This design comes from an exercise in tuning for a short achievable clock period and few clock cycles on the open sky130 flow, not from production work.
Where RTL was checked, it was by simulation tests only, not by an equivalence proof against the original.
Power figures rest on the tool's default switching activity, not on a simulated workload.

==> inputs of onyx <==
==> flow/design.v (excerpt) <==
module MIPS_Pipe (
    input  clk, reset,
    input  [31:0] imem_rdata,
    input  [31:0] dmem_rdata,
    output [31:0] imem_addr,
    output [31:0] dmem_addr,
    output [31:0] dmem_wdata,
    output dmem_we
);
==> flow/config.mk <==
export PLATFORM = sky130hd
export DESIGN_NAME = MIPS_Pipe
export DESIGN_NICKNAME = MIPS_Pipe
export VERILOG_FILES = /design/flow/design.v
export SDC_FILE = /design/flow/constraint.sdc
export NUM_CORES = 8
export LEC_CHECK = 0
export CAP_MARGIN = 20
export CORE_MARGIN = 2
export CORE_UTILIZATION = 50
export CTS_CLUSTER_DIAMETER = 60
export CTS_CLUSTER_SIZE = 20
export SLEW_MARGIN = 20
export SYNTH_HIERARCHICAL = 1
==> flow/constraint.sdc <==
create_clock -name core_clock -period 12.0 [get_ports {clk}]
set_input_delay 2.4000 -clock core_clock [delete_from_list [all_inputs] [get_ports {clk}]]
set_output_delay 2.4000 -clock core_clock [all_outputs]
set_load 0.01 [all_outputs]
standard.sh (not shown) runs the stock make flow with config.mk's settings and CLKGATE_MAP_FILE= SYNTH_SCRIPT=/design/flow/synth_recipe.tcl, a recipe that flattens the netlist after the stock synthesis.
==> flow/flow/run.sh <==
#!/bin/bash
set -euo pipefail
MARGIN=$(cat flow/setup_margin)
bash standard.sh SETUP_SLACK_MARGIN="$MARGIN" finish > flow_make.log 2>&1
==> flow/flow/setup_margin <==
8.5
==> inputs of yarrow, as changes to onyx <==
--- a/flow/design.v
+++ b/flow/design.v
@@ -3864,20 +3864,30 @@
 reg  [9:0] btb_tgt [0:15];
 reg        upd_v, upd_t;
 reg  [3:0] upd_idx;
 reg  [5:0] upd_tag;
 reg  [9:0] upd_tgt;
 wire [3:0]  f_idx  = pc_f[5:2];
 wire        j_f    = (imem_rdata[31:26] == 6'b000010);
-wire        f_hit  = btb_v[f_idx] & (btb_tag[f_idx] == pc_f[11:6]);
+wire        f_hit;
+wire [9:0]  btgt_f;
+wire [15:0] btb_vv;
+wire [95:0] btb_tags;
+wire [159:0] btb_tgts;
+generate for (k = 0; k < 16; k = k + 1) begin : btbw
+    assign btb_vv[k] = btb_v[k];
+    assign btb_tags[6*k+5:6*k] = btb_tag[k];
+    assign btb_tgts[10*k+9:10*k] = btb_tgt[k];
+end endgenerate
+btb_lookup btb_lk (.pc(pc_f[11:2]), .v(btb_vv), .tags(btb_tags), .tgts(btb_tgts),
+                   .hit(f_hit), .tgt(btgt_f));
 wire [31:0] pcp4_f;
 inc4 inc_f (.a(pc_f), .y(pcp4_f));
 wire [31:0] jt_f   = {pcp4_f[31:28], imem_rdata[25:0], 2'b00};
-wire [9:0]  btgt_f = btb_tgt[f_idx];
-wire [31:0] pred_f = j_f ? jt_f : f_hit ? {pc_f[31:12], btgt_f, 2'b00} : pcp4_f;
+wire [31:0] pred_f = f_hit ? {pc_f[31:12], btgt_f, 2'b00} : pcp4_f;
 wire        predt_f = f_hit & ~j_f;
 wire [29:0] immp1_f = {{14{imem_rdata[15]}}, imem_rdata[15:0]} + 30'd1;
 wire [31:0] immx_f  = {immp1_f, 2'b00};
 wire [5:0]  op_f  = imem_rdata[31:26];
 wire [5:0]  fn_f  = imem_rdata[5:0];
 wire is_r_f    = (op_f == 6'b000000);
 wire is_addi_f = (op_f == 6'b001000);
@@ -3925,15 +3935,15 @@
 wire uses_rt_d = dec_d[6];
 wire uses_rs_d = dec_d[5];
 wire use_imm_d = dec_d[4];
 wire is_beq_d  = dec_d[3];
 wire is_sw_d   = dec_d[2];
 wire is_lw_d   = dec_d[1];
 wire fix_d     = dec_d[0];
-reg        wr_e, lw_e, mul_e;
+reg        wr_e, lw_e, mul_e, sw_e;
 reg  [4:0] dst_e;
 reg        wr_m, lw_m, mul_m;
 reg  [4:0] dst_m;
 reg        wr_w;
 reg  [4:0] dst_w;
 reg [31:0] res_m, res_w;
 wire [31:0] mul_p;
@@ -3943,14 +3953,23 @@
 wire [31:0] wdata_w = res_wr;
 reg [31:0] rf [1:31];
 reg [31:1] rf_ok;
 wire [31:0] rf_rs = (rs_d == 5'd0) ? 32'd0 :
                     (wr_w && dst_w == rs_d) ? wdata_w : (rf[rs_d] & {32{rf_ok[rs_d]}});
 wire [31:0] rf_rt = (rt_d == 5'd0) ? 32'd0 :
                     (wr_w && dst_w == rt_d) ? wdata_w : (rf[rt_d] & {32{rf_ok[rt_d]}});
+wire [4:0] rs_f = imem_rdata[25:21];
+wire [31:1] rs_f_hot;
+wire [309:0] rf_lo10;
+generate for (k = 1; k < 32; k = k + 1) begin : rflo
+    assign rf_lo10[10*(k-1)+9:10*(k-1)] = rf[k][9:0];
+end endgenerate
+dec5 rs_f_dec (.a(rs_f), .y(rs_f_hot));
+wire [9:0] base10_f;
+rd10 rs_f_rd (.sel(rs_f_hot & rf_ok), .d(rf_lo10), .y(base10_f));
 wire rs_e_hit = wr_e && dst_e == rs_d;
 wire rt_e_hit = wr_e && dst_e == rt_d;
 wire rs_m_hit = wr_m && dst_m == rs_d;
 wire rt_m_hit = wr_m && dst_m == rt_d;
 wire [2:0] stall_x;
 generate for (k = 0; k < 3; k = k + 1) begin : stl
     stall_calc u (.valid(valid_d), .uses_rs(uses_rs_d), .uses_rt(uses_rt_d), .is_sw(is_sw_d),
@@ -3963,21 +3982,37 @@
 wire [31:0] bt_d;
 wire bt_cout;
 ks_add32 bt_add (.a(pc_d), .b(immx_d), .cin(1'b0), .s(bt_d), .cout(bt_cout));
 wire redir_d  = valid_d & ~stall_d  & fix_d;
 wire redir_pc = valid_d & ~stall_pc & fix_d;
 wire hold_pc = stall_pc | ~fetch_ok | ~reset;
 wire [31:0] pc_next_f = hold_pc ? pc_f : redir_pc ? pcp4_d : pred_f;
+reg  [9:0] base10_d;
+reg        el_e;
+reg        wl_v;
+reg  [4:0] wl_dst;
+reg  [9:0] wl_val;
+wire rs_w_hit  = wr_w && dst_w == rs_d;
+wire rs_l_hit  = wl_v && wl_dst == rs_d;
+wire [9:0] imm10 = instr_d[9:0];
+wire [9:0] a10_m, a10_w, a10_l, a10_r;
+add10 ad_m (.a(res_m[9:0]), .b(imm10), .y(a10_m));
+add10 ad_w (.a(res_w[9:0]), .b(imm10), .y(a10_w));
+add10 ad_l (.a(wl_val),     .b(imm10), .y(a10_l));
+add10 ad_r (.a(base10_d),   .b(imm10), .y(a10_r));
+wire [9:0] addr10_d = (rs_d == 5'd0) ? imm10 : rs_m_hit ? a10_m :
+                      rs_w_hit ? a10_w : rs_l_hit ? a10_l : a10_r;
+wire el_d = valid_d & is_lw_d & ~rs_e_hit & ~(rs_m_hit & (lw_m | mul_m)) & ~sw_e & ~lw_e;
 wire [3:0] sel_next = {rs_e_hit, ~rs_e_hit & rs_m_hit,
                        ~use_imm_d & rt_e_hit, ~use_imm_d & ~rt_e_hit & rt_m_hit};
 reg  [31:0] opa_e, opb_e, sd_e, bt_e, pcp4_e;
 reg   [9:0] btgt_e;
 reg  [19:0] pch_e;
 reg         fa_m_e, fa_w_e, fb_m_e, fb_w_e, fs_m_e, fs_w_e, fs_l_e;
-reg         add_e, sub_e, and_e, or_e, slt_e, sw_e, beq_e, predt_e;
+reg         add_e, sub_e, and_e, or_e, slt_e, beq_e, predt_e;
 reg   [9:0] bpc_e;
 wire [31:0] a_e, b_e, s_e;
 generate for (k = 0; k < 4; k = k + 1) begin : fwd
     fwd_slice #(.W(8)) a (.clk(clk), .sm_d(sel_next[3]), .sw_d(sel_next[2]),
         .m(res_m[8*k+7:8*k]), .w(res_w[8*k+7:8*k]), .r(opa_e[8*k+7:8*k]), .y(a_e[8*k+7:8*k]));
     fwd_slice #(.W(8)) b (.clk(clk), .sm_d(sel_next[1]), .sw_d(sel_next[0]),
         .m(res_m[8*k+7:8*k]), .w(res_w[8*k+7:8*k]), .r(opb_e[8*k+7:8*k]), .y(b_e[8*k+7:8*k]));
@@ -3986,85 +4021,95 @@
 wire [31:0] sum_e, diff_e;
 wire        c_sum_e, c_diff_e;
 ks_add32 add_u (.a(a_e), .b(b_e),  .cin(1'b0), .s(sum_e),  .cout(c_sum_e));
 ks_add32 sub_u (.a(a_e), .b(~b_e), .cin(1'b1), .s(diff_e), .cout(c_diff_e));
 wire        lt_e   = ~c_diff_e;    
 wire [31:0] alu_e  = ({32{add_e}} & sum_e) | ({32{sub_e}} & diff_e) |
                      ({32{and_e}} & (a_e & b_e)) | ({32{or_e}} & (a_e | b_e)) |
-                     {31'd0, slt_e & lt_e};
+                     {31'd0, slt_e & lt_e} | ({32{el_e}} & dmem_rdata);
 wire taken_e;
 beq_cmp cmp_u (.res_m(res_mc), .res_w(res_w), .opa(opa_e), .opb(opb_e),
                .fa_m(fa_m_e), .fa_w(fa_w_e), .fb_m(fb_m_e), .fb_w(fb_w_e),
                .taken(taken_e));
 wire tmatch_e = (pch_e == bt_e[31:12]) & (btgt_e == bt_e[11:2]);
 wire redir_t = beq_e & ~(predt_e & tmatch_e);    
 wire redir_n = beq_e & predt_e;                  
-wire [31:0] pc_t = redir_t ? bt_e   : pc_next_f;
-wire [31:0] pc_n = redir_n ? pcp4_e : pc_next_f;
+wire [31:0] pc_t0 = redir_t ? bt_e   : pc_next_f;
+wire [31:0] pc_n0 = redir_n ? pcp4_e : pc_next_f;
+wire j_ok = j_f & ~hold_pc & ~redir_pc;
+wire [31:0] pc_t, pc_n;
+late_sel #(.W(32)) jsel_t (.s(j_ok & ~redir_t), .x1(jt_f), .x0(pc_t0), .y(pc_t));
+late_sel #(.W(32)) jsel_n (.s(j_ok & ~redir_n), .x1(jt_f), .x0(pc_n0), .y(pc_n));
 wire vd = stall_d ? valid_d : ~redir_d;
 wire b0 = stall_d | ~valid_d;
 wire valid_d_next, bubble_d;
 late_sel #(.W(34)) tsel_u (.s(taken_e),
     .x1({pc_t, ~redir_t & vd, redir_t | b0}),
     .x0({pc_n, ~redir_n & vd, redir_n | b0}),
     .y({pc_in, valid_d_next, bubble_d}));
 late_sel #(.W(32)) tsel_o (.s(taken_e), .x1(pc_t), .x0(pc_n), .y(pc_in_o));
 mul_pipe mul_u (.clk(clk), .res_m(res_mc), .res_w(res_w),
                 .opa(opa_e), .opb(opb_e), .sel_d(sel_next), .p(mul_p));
 reg  [31:0] sd_m;
 reg         we_m;
-dff #(.W(32)) addr_out (.clk(clk), .d(alu_e), .q(dmem_addr));
+dff #(.W(32)) addr_out (.clk(clk), .d(el_d ? {22'd0, addr10_d} : alu_e), .q(dmem_addr));
 dff #(.W(32)) res_mc_u (.clk(clk), .d(alu_e),   .q(res_mc));
 assign dmem_wdata = sd_m;
 assign dmem_we    = we_m;
 integer i;
 always @(posedge clk or negedge reset) begin
     if (!reset) begin
         pc_f <= 32'd0;
         valid_d <= 1'b0;
         predt_d <= 1'b0;
-        wr_e <= 1'b0; lw_e <= 1'b0; mul_e <= 1'b0; dst_e <= 5'd0;
+        wr_e <= 1'b0; lw_e <= 1'b0; mul_e <= 1'b0; dst_e <= 5'd0; el_e <= 1'b0;
         sw_e <= 1'b0; beq_e <= 1'b0; predt_e <= 1'b0;
         wr_m <= 1'b0; lw_m <= 1'b0; mul_m <= 1'b0; dst_m <= 5'd0; we_m <= 1'b0;
         wr_w <= 1'b0; dst_w <= 5'd0;
         for (i = 0; i < 16; i = i + 1) btb_v[i] <= 1'b0;
         upd_v <= 1'b0;
         rf_ok <= 31'd0;
+        wl_v  <= 1'b0;
     end else begin
         pc_f    <= pc_in;
         valid_d <= valid_d_next & fetch_ok;
         if (!stall_dr) predt_d <= predt_f;
         wr_e  <= wr_d & ~bubble_d;
-        lw_e  <= is_lw_d & ~bubble_d;
+        lw_e  <= is_lw_d & ~el_d & ~bubble_d;
+        el_e  <= el_d & ~bubble_d;
         mul_e <= mul_d & ~bubble_d;
         sw_e  <= is_sw_d & ~bubble_d;
         beq_e <= is_beq_d & ~bubble_d;
         dst_e <= dst_d;
         predt_e <= predt_d;
         wr_m  <= wr_e;
         lw_m  <= lw_e;
         mul_m <= mul_e;
         dst_m <= dst_e;
         we_m  <= sw_e;
         wr_w  <= wr_m;
         dst_w <= dst_m;
         if (wr_w) rf_ok[dst_w] <= 1'b1;
+        wl_v  <= wr_w;
         upd_v  <= redir_n | (beq_e & taken_e);
         if (upd_v) btb_v[upd_idx] <= upd_t;
     end
 end
 always @(posedge clk) begin
+    base10_d <= stall_dr ? (rs_w_hit ? wdata_w[9:0] : rs_l_hit ? wl_val : base10_d) : base10_f;
+    wl_dst   <= dst_w;
+    wl_val   <= wdata_w[9:0];
     if (!stall_dr) begin
         instr_d <= imem_rdata;
         dec_d   <= dec_f;
         pc_d    <= pc_f;
         btgt_d  <= btgt_f;
         immx_d  <= immx_f;
     end
-    add_e <= add_d;
+    add_e <= add_d & ~el_d;
     sub_e <= sub_d;
     and_e <= and_d;
     or_e  <= or_d;
     slt_e <= slt_d;
     {fa_m_e, fa_w_e, fb_m_e, fb_w_e} <= sel_next;
     fs_m_e <= rt_e_hit & ~lw_e;
     fs_w_e <= ~rt_e_hit & rt_m_hit;
@@ -4181,7 +4226,55 @@
     else begin : z5 assign c[i] = 1'b1; end
 end endgenerate
 assign y = {x ^ c, a[1:0]};
 endmodule
 module and2m (input a, b, output y);
 assign y = a & b;
 endmodule
+module btb_lookup (
+    input [9:0] pc,
+    input [15:0] v,
+    input [95:0] tags,
+    input [159:0] tgts,
+    output hit,
+    output [9:0] tgt
+);
+wire [15:0] m;
+genvar i;
+generate for (i = 0; i < 16; i = i + 1) begin : e
+    btb_match #(.I(i)) u (.pc(pc), .v(v[i]), .tag(tags[6*i+5:6*i]), .m(m[i]));
+end endgenerate
+assign hit = |m;
+reg [9:0] t;
+integer j;
+always @(*) begin
+    t = 10'd0;
+    for (j = 0; j < 16; j = j + 1) t = t | ({10{m[j]}} & tgts[10*j +: 10]);
+end
+assign tgt = t;
+endmodule
+module btb_match #(parameter I = 0) (
+    input [9:0] pc,
+    input v,
+    input [5:0] tag,
+    output m
+);
+assign m = v & (pc[9:4] == tag) & (pc[3:0] == I);
+endmodule
+module add10 (input [9:0] a, b, output [9:0] y);
+assign y = a + b;
+endmodule
+module dec5 (input [4:0] a, output [31:1] y);
+genvar i;
+generate for (i = 1; i < 32; i = i + 1) begin : d
+    assign y[i] = (a == i);
+end endgenerate
+endmodule
+module rd10 (input [31:1] sel, input [309:0] d, output [9:0] y);
+reg [9:0] t;
+integer i;
+always @(*) begin
+    t = 10'd0;
+    for (i = 1; i < 32; i = i + 1) t = t | ({10{sel[i]}} & d[10*(i-1) +: 10]);
+end
+assign y = t;
+endmodule
==> flow/flow/run.sh (replaced) <==
#!/bin/bash
set -euo pipefail
MARGIN=$(cat flow/setup_margin)
RES=orfs/results/${FLOW_PLATFORM}/MIPS_Pipe/base
bash standard.sh SETUP_SLACK_MARGIN="$MARGIN" 3_3_place_gp > flow_make_place.log 2>&1
openroad -no_init -exit -threads "${NUM_CORES:-8}" flow/move_out_regs.tcl > flow_move_out_regs.log 2>&1
bash standard.sh SETUP_SLACK_MARGIN="$MARGIN" > flow_make_rest.log 2>&1
==> flow/flow/move_out_regs.tcl (new file) <==
# Move each flip-flop that drives an output port's buffer next to that buffer.
set odb orfs/results/$::env(FLOW_PLATFORM)/MIPS_Pipe/base/3_3_place_gp.odb
read_db $odb
set block [ord::get_db_block]
set core [$block getCoreArea]
set cx [expr {([$core xMin] + [$core xMax]) / 2}]
set cy [expr {([$core yMin] + [$core yMax]) / 2}]
set moved 0
foreach bt [$block getBTerms] {
  if {[$bt getIoType] ne "OUTPUT"} { continue }
  set net [$bt getNet]
  set buf ""
  foreach it [$net getITerms] { if {[$it isOutputSignal]} { set buf [$it getInst] } }
  if {$buf eq ""} { continue }
  set innet ""
  foreach it [$buf getITerms] { if {[$it isInputSignal]} { set innet [$it getNet] } }
  if {$innet eq ""} { continue }
  set ff ""
  set nload 0
  foreach it [$innet getITerms] {
    if {[$it isOutputSignal]} { set ff [$it getInst] } else { incr nload }
  }
  if {$ff eq "" || $nload != 1} { continue }
  if {![string match "*df*" [[$ff getMaster] getName]]} { continue }
  set loc [$buf getLocation]
  set x [lindex $loc 0]
  set y [lindex $loc 1]
  # a few microns from the buffer, towards the core centre
  set dx [expr {$cx > $x ? 3000 : -3000}]
  set dy [expr {$cy > $y ? 3000 : -3000}]
  $ff setLocation [expr {$x + $dx}] [expr {$y + $dy}]
  $ff setPlacementStatus PLACED
  incr moved
  puts "moved [$ff getName] next to [$buf getName] for [$bt getName]"
}
puts "moved $moved flip-flops"
write_db $odb
==> inputs of ember, as changes to onyx <==
--- a/flow/design.v
+++ b/flow/design.v
@@ -3869,15 +3869,15 @@
 wire [3:0]  f_idx  = pc_f[5:2];
 wire        j_f    = (imem_rdata[31:26] == 6'b000010);
 wire        f_hit  = btb_v[f_idx] & (btb_tag[f_idx] == pc_f[11:6]);
 wire [31:0] pcp4_f;
 inc4 inc_f (.a(pc_f), .y(pcp4_f));
 wire [31:0] jt_f   = {pcp4_f[31:28], imem_rdata[25:0], 2'b00};
 wire [9:0]  btgt_f = btb_tgt[f_idx];
-wire [31:0] pred_f = j_f ? jt_f : f_hit ? {pc_f[31:12], btgt_f, 2'b00} : pcp4_f;
+wire [31:0] pred_f = f_hit ? {pc_f[31:12], btgt_f, 2'b00} : pcp4_f;
 wire        predt_f = f_hit & ~j_f;
 wire [29:0] immp1_f = {{14{imem_rdata[15]}}, imem_rdata[15:0]} + 30'd1;
 wire [31:0] immx_f  = {immp1_f, 2'b00};
 wire [5:0]  op_f  = imem_rdata[31:26];
 wire [5:0]  fn_f  = imem_rdata[5:0];
 wire is_r_f    = (op_f == 6'b000000);
 wire is_addi_f = (op_f == 6'b001000);
@@ -3994,16 +3994,20 @@
 wire taken_e;
 beq_cmp cmp_u (.res_m(res_mc), .res_w(res_w), .opa(opa_e), .opb(opb_e),
                .fa_m(fa_m_e), .fa_w(fa_w_e), .fb_m(fb_m_e), .fb_w(fb_w_e),
                .taken(taken_e));
 wire tmatch_e = (pch_e == bt_e[31:12]) & (btgt_e == bt_e[11:2]);
 wire redir_t = beq_e & ~(predt_e & tmatch_e);    
 wire redir_n = beq_e & predt_e;                  
-wire [31:0] pc_t = redir_t ? bt_e   : pc_next_f;
-wire [31:0] pc_n = redir_n ? pcp4_e : pc_next_f;
+wire [31:0] pc_t0 = redir_t ? bt_e   : pc_next_f;
+wire [31:0] pc_n0 = redir_n ? pcp4_e : pc_next_f;
+wire j_ok = j_f & ~hold_pc & ~redir_pc;
+wire [31:0] pc_t, pc_n;
+late_sel #(.W(32)) jsel_t (.s(j_ok & ~redir_t), .x1(jt_f), .x0(pc_t0), .y(pc_t));
+late_sel #(.W(32)) jsel_n (.s(j_ok & ~redir_n), .x1(jt_f), .x0(pc_n0), .y(pc_n));
 wire vd = stall_d ? valid_d : ~redir_d;
 wire b0 = stall_d | ~valid_d;
 wire valid_d_next, bubble_d;
 late_sel #(.W(34)) tsel_u (.s(taken_e),
     .x1({pc_t, ~redir_t & vd, redir_t | b0}),
     .x0({pc_n, ~redir_n & vd, redir_n | b0}),
     .y({pc_in, valid_d_next, bubble_d}));
==> flow/config.mk (replaced) <==
export PLATFORM = sky130hd
export DESIGN_NAME = MIPS_Pipe
export DESIGN_NICKNAME = MIPS_Pipe
export VERILOG_FILES = /design/flow/design.v
export SDC_FILE = /design/flow/constraint.sdc
export NUM_CORES = 8
export LEC_CHECK = 0
export CAP_MARGIN = 20
export CORE_MARGIN = 2
export CORE_UTILIZATION = 35
export CTS_CLUSTER_DIAMETER = 60
export CTS_CLUSTER_SIZE = 20
export SLEW_MARGIN = 20
export SYNTH_HIERARCHICAL = 1
==> out/results.tsv <==
metric	value	unit
antenna diode count	14	
drt via density	6.30	
Min-Delay Endpoint	upd_idx[2]	
CP startpoint	imem_rdata[30]	
wire per inst	32.8	um
clock latency (worst-skew pair)	0.86	ns
most frequent cells in the layout	edfxtp_1, xor2_1, and2_1	
post-synthesis average cell area	13.0	um^2
R2R setup slack	8.23	ns
outcome	no timing/DRC/antenna violations	
DP Cell Count	11891	
Source of the figures above: onyx

==> out/results.tsv <==
metric	value	unit
# clk buffers	207	
CP startpoint	we_m	
worst min-delay path class	reg -> reg	
outcome	no timing/DRC/antenna violations	
Post-DP HPWL	270	mm
cell internal pwr	13.1	mW
wire per inst	30.0	um
drt via density	5.73	
clk pwr	6.12	mW
Min-Delay Endpoint	btgt_e[4]	
R2R setup slack	8.21	ns
sw frac	31.4	%
reg-to-reg critical path endpoint	pc_f[7]	
antenna diode count	41	
post-synthesis average cell area	12.9	um^2
most frequent cells in the layout	xor2_1, edfxtp_1, and2_1	
Source of the figures above: ember

==> out/results.tsv <==
metric	value	unit
drt via density	6.51	
wire per inst	35.1	um
post-synthesis average cell area	11.4	um^2
RSZ-0062 raised after global routing	yes	
outcome	no timing/DRC/antenna violations	
Rows	183	
Clock Power Share	31.5	%
Post-Place Cell Area	131000	um^2
Min-Delay Endpoint	upd_tag[1]	
CP startpoint	we_m	
R2R setup slack	8.21	ns
antenna diode count	20	
cell internal pwr	13.1	mW
most frequent cells in the layout	edfxtp_1, xor2_1, and2_1	
clock latency (worst-skew pair)	0.89	ns
largest net degree at the start of global routing	127	
Source of the figures above: yarrow

Testbench counts of onyx, summed over its fixed seeds: cycles 115,533.
Testbench counts of ember, summed over its fixed seeds: cycles 115,533.
For yarrow, only the layout was checked, not whether the RTL still works.

port drivers added, routing unchanged:
No port has a modelled driver above. Below, the same layouts with a new extraction and two added sets of constraints. Step 1 (the two cells are an assumption about what drives the block):
set clk [get_ports {clk}]
set_driving_cell -lib_cell sky130_fd_sc_hd__clkbuf_16 $clk
set_driving_cell -lib_cell sky130_fd_sc_hd__buf_2 [delete_from_list [all_inputs] $clk]
Step 2, shift: input delay + t, output delay - t, t = (earliest + latest rising clock arrival at the registers) / 2. This alone moves slack from input paths to output paths. a / b / c = ideal ports / drivers / drivers and shift; a / b = the first two.
run	shift t [ns]	slack for setup (ns)	worst data-port slew with drivers (ns)
onyx	0.914	8.188 / 8.141 / 7.321	0.15
yarrow	0.964	8.203 / 8.102 / 7.253	0.31
ember	1.005	8.009 / 7.899 / 7.345	0.28
After both steps every run listed still meets setup and hold. The setup slack of yarrow, which loses most, moves by -0.101 ns with the drivers and by -0.950 ns with both steps.
